What follows belongs to an exercise in optimizing a design on an open flow for small area; a production flow would make more cautious choices.
In this exercise RTL edits were held to simulation tests only and were not proved equivalent to the original.
Power and IR drop assume default switching activity.

==> flow/design.v <==
module ALU (
    input logic [31:0] SrcA,
    input logic [31:0] SrcB,
    input logic [2:0] ALUControl,
    output logic [31:0] ALUResult
);
logic sub, en;
logic [31:0] b, p, g, c, s;
logic [8:0] bc;
assign sub = ALUControl[2];
assign en = (ALUControl[1:0] == 2'b10);
assign b = SrcB ^ {32{sub}};
assign p = SrcA ^ b;
assign g = SrcA & b;
assign bc[0] = sub;
genvar k;
generate for (k = 0; k < 8; k++) begin : blk
  logic [3:0] pp, gg;
  logic G, P;
  assign pp = p[4*k +: 4];
  assign gg = g[4*k +: 4];
  assign G = gg[3] | pp[3]&gg[2] | pp[3]&pp[2]&gg[1] | pp[3]&pp[2]&pp[1]&gg[0];
  assign P = &pp;
  assign bc[k+1] = G | P & bc[k];
  assign c[4*k]   = bc[k];
  assign c[4*k+1] = gg[0] | pp[0]&bc[k];
  assign c[4*k+2] = gg[1] | pp[1]&c[4*k+1];
  assign c[4*k+3] = gg[2] | pp[2]&c[4*k+2];
end endgenerate
assign s = p ^ c;
assign ALUResult = s & {32{en}};
endmodule
module rf_row (input logic clk,
input logic r, rn,
input logic [31:0] c,
output logic [31:0] q,
output logic [31:0] d
);
assign d = (q & {32{rn}}) | (c & {32{r}});
always_ff@(posedge clk)
	q <= d;
endmodule
module rf_aoi222 (input logic [2:0] a, b, output logic y);
assign y = ~|(a & b);
endmodule
module rf_aoi22 (input logic [1:0] a, b, output logic y);
assign y = ~|(a & b);
endmodule
module rf_rdbit #(parameter int N = 32) (input logic [N-1:0] s, d, output logic y);
localparam int G = N / 3;
localparam int R = N - 3 * G;
logic [G:0] n;
genvar g;
generate
	for (g = 0; g < G; g++) begin : grp
		rf_aoi222 u (.a(s[3*g +: 3]), .b(d[3*g +: 3]), .y(n[g]));
	end
	if (R == 2) begin : r2
		rf_aoi22 u (.a(s[N-1 -: 2]), .b(d[N-1 -: 2]), .y(n[G]));
	end else if (R == 1) begin : r1
		assign n[G] = ~(s[N-1] & d[N-1]);
	end else begin : r0
		assign n[G] = 1'b1;
	end
endgenerate
assign y = ~&n;
endmodule
module rf_rdport (input logic [31:0] sel,
input logic [1023:0] arr,
input logic [4:0] idx,
output logic [31:0] y
);
genvar b, i;
generate
	for (b = 0; b < 32; b++) begin : bit_
		logic [31:0] col;
		for (i = 0; i < 32; i++) begin : c
			assign col[i] = arr[32*i + b];
		end
		if (b < 5) begin : lo
			rf_rdbit #(.N(33)) u (.s({~|sel, sel}), .d({idx[b], col}), .y(y[b]));
		end else begin : hi
			rf_rdbit #(.N(32)) u (.s(sel), .d(col), .y(y[b]));
		end
	end
endgenerate
endmodule
module register_file (input logic clk, rst,
input logic [4:0] A1, A2, A3,
input logic [31:0] WD3,
input logic WE3,
output logic [31:0] RD1,
output logic [31:0] RD2,
output logic [31:0] prode
);
logic [1023:0] arr, nxt;
logic [31:0] wrow, V, Vn;
logic PV;
logic [4:0] PA;
logic [31:0] PD;
logic [4:0] A1r, A2r;
logic RV1, RV2;
logic [31:0] sel1, sel2;
always_ff@(posedge clk or negedge rst)
	if (!rst) PV <= 1'b0;
	else PV <= WE3;
always_ff@(posedge clk) begin
	PA <= A3;
	PD <= WD3;
end
always_comb
	for (int i = 0; i < 32; i++) wrow[i] = PV && (PA == i);
assign Vn = V | wrow;
always_ff@(posedge clk or negedge rst)
	if (!rst) V <= 32'b0;
	else V <= Vn;
genvar g;
generate
	for (g = 0; g < 32; g++) begin : row
		rf_row u (.clk(clk), .r(wrow[g]), .rn(~wrow[g]), .c(PD),
		          .q(arr[32*g +: 32]), .d(nxt[32*g +: 32]));
	end
endgenerate
always_ff@(posedge clk)
	if (rst) begin
		A1r <= A1;
		A2r <= A2;
		RV1 <= Vn[A1];
		RV2 <= Vn[A2];
	end
always_comb
	for (int i = 0; i < 32; i++) begin
		sel1[i] = RV1 && (A1r == i);
		sel2[i] = RV2 && (A2r == i);
	end
rf_rdport rp1 (.sel(sel1), .arr(arr), .idx(A1r), .y(RD1));
rf_rdport rp2 (.sel(sel2), .arr(arr), .idx(A2r), .y(RD2));
assign prode = Vn[1] ? nxt[63:32] : 32'd1;
endmodule
module top (input logic clk, rst,
input logic [4:0] A1, A2, A3,
input logic [31:0] WD3,
input logic WE3,
input logic [31:0] SrcA,
input logic [31:0] SrcB,
input logic [2:0] ALUControl,
output logic [31:0] ALUResult,
output logic [31:0] RD1,
output logic [31:0] RD2,
output logic [31:0] prode
);
    register_file reg1 (clk, rst, A1, A2, A3, WD3, WE3, RD1, RD2, prode);
    ALU alu1 (SrcA, SrcB, ALUControl, ALUResult);
endmodule
==> flow/config.mk <==
export PLATFORM = sky130hd
export DESIGN_NAME = top
export DESIGN_NICKNAME = top
export VERILOG_FILES = /design/flow/design.v
export SDC_FILE = /design/flow/constraint.sdc
export NUM_CORES = 4
export LEC_CHECK = 0
export CAP_MARGIN = 20
export CORE_MARGIN = 2
export CORE_UTILIZATION = 52
export SLEW_MARGIN = 20
export SYNTH_HIERARCHICAL = 1
==> flow/constraint.sdc <==
create_clock -name core_clock -period 10.0 [get_ports {clk}]
set_input_delay 2.0000 -clock core_clock [delete_from_list [all_inputs] [get_ports {clk}]]
set_output_delay 2.0000 -clock core_clock [all_outputs]
set_load 0.01 [all_outputs]
standard.sh (not shown) runs the stock make flow with config.mk's settings and CLKGATE_MAP_FILE= SYNTH_SCRIPT=/design/flow/synth_recipe.tcl, a recipe that flattens the netlist after the stock synthesis.
==> flow/flow/run.sh <==
#!/bin/bash
set -euo pipefail
export BUFFER_PORTS_ARGS="-buffer_cell sky130_fd_sc_hd__buf_1"
export CTS_ARGS="-sink_clustering_enable -repair_clock_nets -dont_use_dummy_load -buf_list sky130_fd_sc_hd__clkbuf_8 -sink_clustering_size 18 -sink_clustering_max_diameter 60"
export RECOVER_POWER=100
bash standard.sh > standard.log 2>&1
The first run produced a layout that fails on capacitance limit, slew limit.
Change:
==> flow/flow/run.sh (replaced) <==
#!/bin/bash
set -euo pipefail
export BUFFER_PORTS_ARGS="-buffer_cell sky130_fd_sc_hd__buf_1"
export CTS_ARGS="-sink_clustering_enable -repair_clock_nets -dont_use_dummy_load -buf_list sky130_fd_sc_hd__clkbuf_8 -sink_clustering_size 16 -sink_clustering_max_diameter 80"
bash standard.sh floorplan > standard_floorplan.log 2>&1
R=orfs/results/sky130hd/top/base
cp $R/2_floorplan.odb $R/2_floorplan_presize.odb
ODB_IN=$R/2_floorplan_presize.odb ODB_OUT=$R/2_floorplan.odb \
  openroad -no_init -exit flow/downsize.tcl > downsize.log 2>&1
bash standard.sh > standard.log 2>&1
==> flow/flow/downsize.tcl (new file) <==
# Swap every combinational cell of the synthesized netlist to the smallest
# drive strength of the same cell family (e.g. a22oi_2 -> a22oi_1).  Yosys's
# mapping upsizes some gates; the placement-stage repair_design later sizes up
# again whatever its slew and capacitance limits need.  Flip-flops, buffers,
# clock cells and tie cells are left alone.
read_db $::env(ODB_IN)
read_liberty $::env(FLOW_HOME)/platforms/sky130hd/lib/sky130_fd_sc_hd__tt_025C_1v80.lib
set n 0
set saved 0.0
foreach inst [[ord::get_db_block] getInsts] {
  set m [$inst getMaster]
  set name [$m getName]
  if {![regexp {^(sky130_fd_sc_hd__([a-z0-9]+))_([0-9]+)$} $name -> fam base drive]} continue
  if {[regexp {^(df|edf|sdf|dl|buf|clk|conb|tap|fill|decap|diode|bufinv|probe|lpflow)} $base]} continue
  set best $name
  set best_area [expr {[$m getWidth] * [$m getHeight]}]
  foreach cand [[ord::get_db] getLibs] {
    foreach cm [$cand getMasters] {
      set cn [$cm getName]
      if {![regexp "^${fam}_\[0-9\]+\$" $cn]} continue
      set a [expr {[$cm getWidth] * [$cm getHeight]}]
      if {$a < $best_area} { set best $cn; set best_area $a }
    }
  }
  if {$best ne $name} {
    set saved [expr {$saved + ([$m getWidth] * [$m getHeight] - $best_area) / 1e6}]
    replace_cell [$inst getName] $best
    incr n
  }
}
puts "downsize: swapped $n cells, saved [format %.1f $saved] um2"
write_db $::env(ODB_OUT)
Settings changed: CORE_UTILIZATION 52 to 65.
What happened: Now the flow ran to the end with no violations; first-iteration DRC count rises by a quarter to a third; power falls slightly; worst hold slack stays flat; via count rises by a few percent; non-clock buffer count rises by 10; maximum frequency rises by a little under a tenth; worst setup slack gains 0.62 ns; routed wire length falls by a few percent; cell count falls by a few percent; critical path depth rises by 1; area after synthesis is unchanged.
Change:
Settings changed: CORE_UTILIZATION 65 to 48.
=> The changed run finished with timing, DRC and antenna clean. Via count falls by a few percent. Die area rises by a quarter to a third. Worst hold slack loses 0.0047 ns. Setup slack gains 0.013 ns. Clock-buffer cell count does not change. Cell count rises by a few percent. Design area rises slightly. Global-route usage falls by 11 points. Synthesized area is unchanged. Register-to-register slack loses 0.24 ns. Routed wire length rises by a few percent.
Change:
==> flow/flow/run.sh (replaced) <==
#!/bin/bash
set -euo pipefail
export BUFFER_PORTS_ARGS="-buffer_cell sky130_fd_sc_hd__buf_1"
export CTS_ARGS="-sink_clustering_enable -repair_clock_nets -dont_use_dummy_load -buf_list sky130_fd_sc_hd__clkbuf_8 -sink_clustering_size 16 -sink_clustering_max_diameter 50"
bash standard.sh > standard.log 2>&1
Settings changed: CORE_UTILIZATION 48 to 55.
removed: flow/flow/downsize.tcl
Effect: Count of clock-buffer cells in the layout came out higher by 32. Utilization rose by 7.9 points. Sequential power goes up by about 0.8%. Total power is higher by 4.2%.
Change:
==> flow/flow/run.sh (replaced) <==
#!/bin/bash
set -euo pipefail
export BUFFER_PORTS_ARGS="-buffer_cell sky130_fd_sc_hd__buf_1"
export CTS_ARGS="-sink_clustering_enable -repair_clock_nets -dont_use_dummy_load -buf_list sky130_fd_sc_hd__clkbuf_8 -sink_clustering_size 18 -sink_clustering_max_diameter 60"
bash standard.sh > standard.log 2>&1
Settings changed: CORE_UTILIZATION 55 to 65.
After rerunning: Die area fell by 15%. Power falls by 3.5%. Non-clock buffer count stays the same. Final cell count goes down by about 3%. Sequential share of layout area goes up by 0.50 points. Design area came out lower by 1.1%. Synthesized cell count does not change. Count of clock-buffer cells in the layout drops by 34. Register-to-register slack got worse by 0.03 ns. First-iteration DRC count came out higher by about 17%. Utilization grows by 10 points.

port drivers added, routing unchanged:
The flow's constraints put no driver on any port. The routed layouts listed below were extracted and timed again, unchanged, in two steps. Step 1 (the two cells are an assumption about what drives the block):
set clk [get_ports {clk}]
set_driving_cell -lib_cell sky130_fd_sc_hd__clkbuf_16 $clk
set_driving_cell -lib_cell sky130_fd_sc_hd__buf_2 [delete_from_list [all_inputs] $clk]
Step 2 adds t to the input delays and takes it off the output delays; t is the mean of the earliest and latest rising clock arrival at the registers after step 1. Input paths then give back, and output paths get back, about the clock's delay inside the block. Three values: ideal, step 1, step 2; two values: the first two.
| run | shift t [ns] | setup slack, ns | worst setup path at the end | pins driven straight from the clock port |
|---|---|---|---|---|
| the first run | 0.805 | 1.017 / 0.986 / 0.986 | input to output | 1 |
| the second run | 0.810 | 1.634 / 1.607 / 1.607 | input to output | 1 |
| the third run | 0.809 | 1.648 / 1.625 / 1.625 | input to output | 1 |
| the fourth run | 0.829 | 1.478 / 1.456 / 1.456 | input to output | 1 |
| the fifth run | 0.791 | 1.602 / 1.579 / 1.579 | input to output | 1 |
For the first run, which loses most, drivers alone change the setup slack by -0.031 ns; drivers and shift together by -0.031 ns.
